This design comes from an exercise in tuning for small area and a short achievable clock period on the open sky130 flow, not from production work. Function was checked by simulation only, so behaviour that the tests miss may differ from the original.

Design lab2_pipe, start of the top module:
module lab2_pipe (
    input clk,
    input rst,
    input start,
    input [31:0] x,
    output reg rdy,
    output [31:0] y
);
==> flow/config.mk <==
export PLATFORM = sky130hd
export DESIGN_NAME = lab2_pipe
export DESIGN_NICKNAME = lab2_pipe
export VERILOG_FILES = /design/flow/design.v
export SDC_FILE = /design/flow/constraint.sdc
export NUM_CORES = 4
export LEC_CHECK = 0
export CAP_MARGIN = 20
export CORE_MARGIN = 2
export CORE_UTILIZATION = 40
export CTS_BUF_LIST = sky130_fd_sc_hd__clkbuf_8
export CTS_CLUSTER_DIAMETER = 60
export CTS_CLUSTER_SIZE = 16
export GPL_ROUTABILITY_DRIVEN = 0
export PLACE_DENSITY = 0.6
export SLEW_MARGIN = 75
export SYNTH_HIERARCHICAL = 1
==> flow/constraint.sdc <==
create_clock -name core_clock -period 15.0 [get_ports {clk}]
set_input_delay 3.0000 -clock core_clock [delete_from_list [all_inputs] [get_ports {clk}]]
set_output_delay 3.0000 -clock core_clock [all_outputs]
set_load 0.01 [all_outputs]
standard.sh (not shown) runs the stock make flow with config.mk's settings and CLKGATE_MAP_FILE= SYNTH_SCRIPT=/design/flow/synth_recipe.tcl, a recipe that flattens the netlist after the stock synthesis.
==> flow/flow/run.sh <==
#!/bin/bash
set -euo pipefail
export BUFFER_PORTS_ARGS="-buffer_cell sky130_fd_sc_hd__buf_2"
bash standard.sh > standard_flow.log 2>&1
Then changed:
- CORE_UTILIZATION: 40 -> 60
- CTS_BUF_LIST: sky130_fd_sc_hd__clkbuf_8 -> unset
- CTS_CLUSTER_DIAMETER: 60 -> 80
- CTS_CLUSTER_SIZE: 16 -> 22
- GPL_ROUTABILITY_DRIVEN: 0 -> unset
- PLACE_DENSITY: 0.6 -> 0.75
- SLEW_MARGIN: 75 -> 70
After rerunning: The changed run ran to the end with no violations. Via count is higher by a few percent. Non-clock buffer count falls by 15. Register-to-register slack degrades by 0.13 ns. Core utilization grows by 21 points. Setup slack degrades by 0.012 ns. Hold slack gains 0.0075 ns. Critical path depth grows by 12. Synthesized area stays the same.

---

lab2_pipe again, from the RTL that the note above started with.
clock: 15.0 ns
lec_check: 0
cap_margin: 20
core_margin: 2
core_utilization: 60
cts_cluster_diameter: 80
cts_cluster_size: 22
place_density: 0.7
slew_margin: 75
synth_hierarchical: 1
Scripts as last shown in full above: flow/flow/run.sh
The baseline ran to the end with no violations.
Rerun with:
CORE_UTILIZATION = 40   (was 60)
SLEW_MARGIN = 70   (was 75)
=>
- worst setup slack degrades by 56 ps
- maximum frequency decreases slightly
- global-route usage decreases by 11 points
- worst hold slack hardly moves
- final cell count increases by a little under a tenth
- non-clock buffer count decreases by 15
- routed wire length decreases by a few percent
Rerun with:
CORE_UTILIZATION = 60   (was 40)
PLACE_DENSITY = 0.75   (was 0.7)
SLEW_MARGIN = 75   (was 70)
=> The new run passed the timing, design-rule and antenna checks; clock skew went down by 8.3 ps; setup slack improves by 91 ps; register-to-register slack improves by 110 ps; via count went up by 2.8%; routed wire length went up by 3.7%; maximum frequency went up by 2.3%; synthesized area is unchanged; flip-flop and latch count stays the same; cell count went down by 7.5%.

---

lab2_pipe again, from the RTL that the note above started with.
==> flow/config.mk <==
export PLATFORM = sky130hd
export DESIGN_NAME = lab2_pipe
export DESIGN_NICKNAME = lab2_pipe
export VERILOG_FILES = /design/flow/design.v
export SDC_FILE = /design/flow/constraint.sdc
export NUM_CORES = 4
export LEC_CHECK = 0
export CAP_MARGIN = 20
export CORE_MARGIN = 2
export CORE_UTILIZATION = 40
export CTS_CLUSTER_DIAMETER = 80
export CTS_CLUSTER_SIZE = 22
export PLACE_DENSITY = 0.7
export SLEW_MARGIN = 60
export SYNTH_HIERARCHICAL = 1
==> flow/constraint.sdc <==
create_clock -name core_clock -period 15.0 [get_ports {clk}]
set_input_delay 3.0000 -clock core_clock [delete_from_list [all_inputs] [get_ports {clk}]]
set_output_delay 3.0000 -clock core_clock [all_outputs]
set_load 0.01 [all_outputs]
Scripts as last shown in full above: flow/flow/run.sh
The baseline went through all stages and came out clean.
==> next run, changes <==
Settings changed: SLEW_MARGIN 60 to 75.
The changed run produced a clean layout.
Via count hardly moves.
Synthesized area does not change.
Worst setup slack improves by 130 ps.
Hold slack degrades by 6.1 ps.
Clock-buffer cell count rises by 2.
Die area does not change.
Global-route usage is about the same.
Critical path depth falls by 9.
==> next run, changes <==
Settings changed: CTS_CLUSTER_DIAMETER 80 to 60, CTS_CLUSTER_SIZE 22 to 30, PLACE_DENSITY 0.7 to 0.6.
Effect:
- wire length came out higher by a few percent
- worst setup slack gets better by 69 ps
- first-iteration DRC count decreases by a quarter to a third
- utilization came out higher by 0.57 points
- critical path depth does not change
- cell area increases slightly

---

Starting RTL as in the previous note.
export LEC_CHECK = 0
export CAP_MARGIN = 20
export CORE_MARGIN = 2
export CORE_UTILIZATION = 40
export CTS_BUF_LIST = sky130_fd_sc_hd__clkbuf_8
export CTS_CLUSTER_DIAMETER = 60
export CTS_CLUSTER_SIZE = 16
export PLACE_DENSITY = 0.6
export SLEW_MARGIN = 75
export SYNTH_HIERARCHICAL = 1
create_clock -name core_clock -period 15.0 [get_ports {clk}]
Scripts as last shown in full above: flow/flow/run.sh
Change:
CORE_UTILIZATION = 55   (was 40)
CTS_BUF_LIST = unset   (was sky130_fd_sc_hd__clkbuf_8)
CTS_CLUSTER_DIAMETER = 80   (was 60)
CTS_CLUSTER_SIZE = 22   (was 16)
PLACE_DENSITY = 0.7   (was 0.6)
Effect:
- The changed run finished with timing, DRC and antenna clean
- routed wire length rose by about 2%
- worst setup slack improves by 0.061 ns
- via count rose by about 4%
- core utilization rose by 16 points
- non-clock buffer count rose by 4

---

lab2_pipe, a different RTL version from the one above (not shown whole).
Size: about 3,000 cells after synthesis, roughly 320 flip-flops, roughly 0.030 mm² of cells after synthesis.
clock: 15.0 ns
lec_check: 0
cap_margin: 20
core_margin: 2
core_utilization: 40
place_density: 0.6
slew_margin: 75
synth_hierarchical: 1
run.sh (not shown) runs the stock make flow with config.mk's settings and CLKGATE_MAP_FILE= SYNTH_SCRIPT=/design/flow/synth_recipe.tcl, a recipe that flattens the netlist after the stock synthesis.
Stock flow here: none of the scripts above is used.
==> next run, changes <==
==> flow/flow/run.sh (new file) <==
#!/bin/bash
set -euo pipefail
export BUFFER_PORTS_ARGS="-buffer_cell sky130_fd_sc_hd__buf_2"
bash standard.sh > standard_flow.log 2>&1
==> flow/standard.sh (new file) <==
#!/bin/bash
# synth_recipe.tcl (not shown) runs the flow's synth.tcl, then flattens the netlist and writes it again
# the make line also repeats each setting of config.mk as NAME=value (left out here)
make -C /OpenROAD-flow-scripts/flow DESIGN_CONFIG=/design/flow/config.mk WORK_HOME=/design/flow/orfs CLKGATE_MAP_FILE= SYNTH_SCRIPT=/design/flow/synth_recipe.tcl "${@:-finish}"
removed: flow/run.sh
The changed run finished with timing, DRC and antenna clean.
Worst setup slack gains 0.17 ns.
Worst hold slack got worse by 0.0034 ns.
Routed wire length barely changes.
Flip-flop and latch count does not change.
Critical path depth increases by 14.
Utilization drops by 0.42 points.
First-iteration DRC count fell by a few percent.
==> next run, changes <==
--- a/flow/config.mk
+++ b/flow/config.mk
@@ -9,4 +9,6 @@
 export CORE_MARGIN = 2
 export CORE_UTILIZATION = 40
+export CTS_CLUSTER_DIAMETER = 60
+export CTS_CLUSTER_SIZE = 30
 export PLACE_DENSITY = 0.6
 export SLEW_MARGIN = 75
Result: Die area is unchanged; clock skew decreases by 0.018 ns; non-clock buffer count does not change; worst setup slack got worse by 0.013 ns; critical path depth decreases by 1; global-route usage is about the same; routed wire length hardly moves; via count hardly moves; hold slack got worse by 0.017 ns; design area decreases by 0.50%.

[port drivers added, routing unchanged]
In the flow no input, the clock included, has a driving cell. The finished layouts below were timed again as built, in two steps.
Step 1 (the two cells are an assumption about what drives the block):
set clk [get_ports {clk}]
set_driving_cell -lib_cell sky130_fd_sc_hd__clkbuf_16 $clk
set_driving_cell -lib_cell sky130_fd_sc_hd__buf_2 [delete_from_list [all_inputs] $clk]
Step 2 also shifts input and output timing later by t, the mid clock arrival at the registers, as if the neighbouring blocks saw the same clock.
Three values: ideal ports, drivers, drivers and shift; two values: the first two.
| run | t (ns) | slack for setup (ns) | pins driven straight from the clock port |
|---|---|---|---|
| the first run of note 1 | 0.672 | 10.899 / 10.837 / 10.858 | 1 |
| the second run of note 1 | 0.620 | 10.887 / 10.887 / 10.887 | 1 |
| the first run of note 2 | 0.633 | 10.961 / 10.900 / 10.941 | 1 |
| the second run of note 2 | 0.643 | 10.905 / 10.835 / 10.951 | 1 |
| the third run of note 2 | 0.603 | 10.996 / 10.944 / 10.902 | 1 |
| the first run of note 3 | 0.644 | 10.775 / 10.775 / 10.775 | 1 |
| the second run of note 3 | 0.631 | 10.908 / 10.841 / 11.039 | 1 |
| the third run of note 3 | 0.629 | 10.977 / 10.904 / 10.832 | 1 |
| the first run of note 4 | 0.672 | 10.899 / 10.837 / 10.858 | 1 |
| the second run of note 4 | 0.631 | 10.960 / 10.906 / 10.852 | 1 |
| the first run of note 5 | 0.615 | 10.546 / 10.484 / 10.263 | 1 |
| the second run of note 5 | 0.623 | 10.716 / 10.716 / 10.716 | 1 |
| the third run of note 5 | 0.629 | 10.703 / 10.703 / 10.703 | 1 |
After both steps every run listed still meets setup and hold. The setup slack of the first run of note 5, which loses most, moves by -0.062 ns with the drivers and by -0.283 ns with both steps.
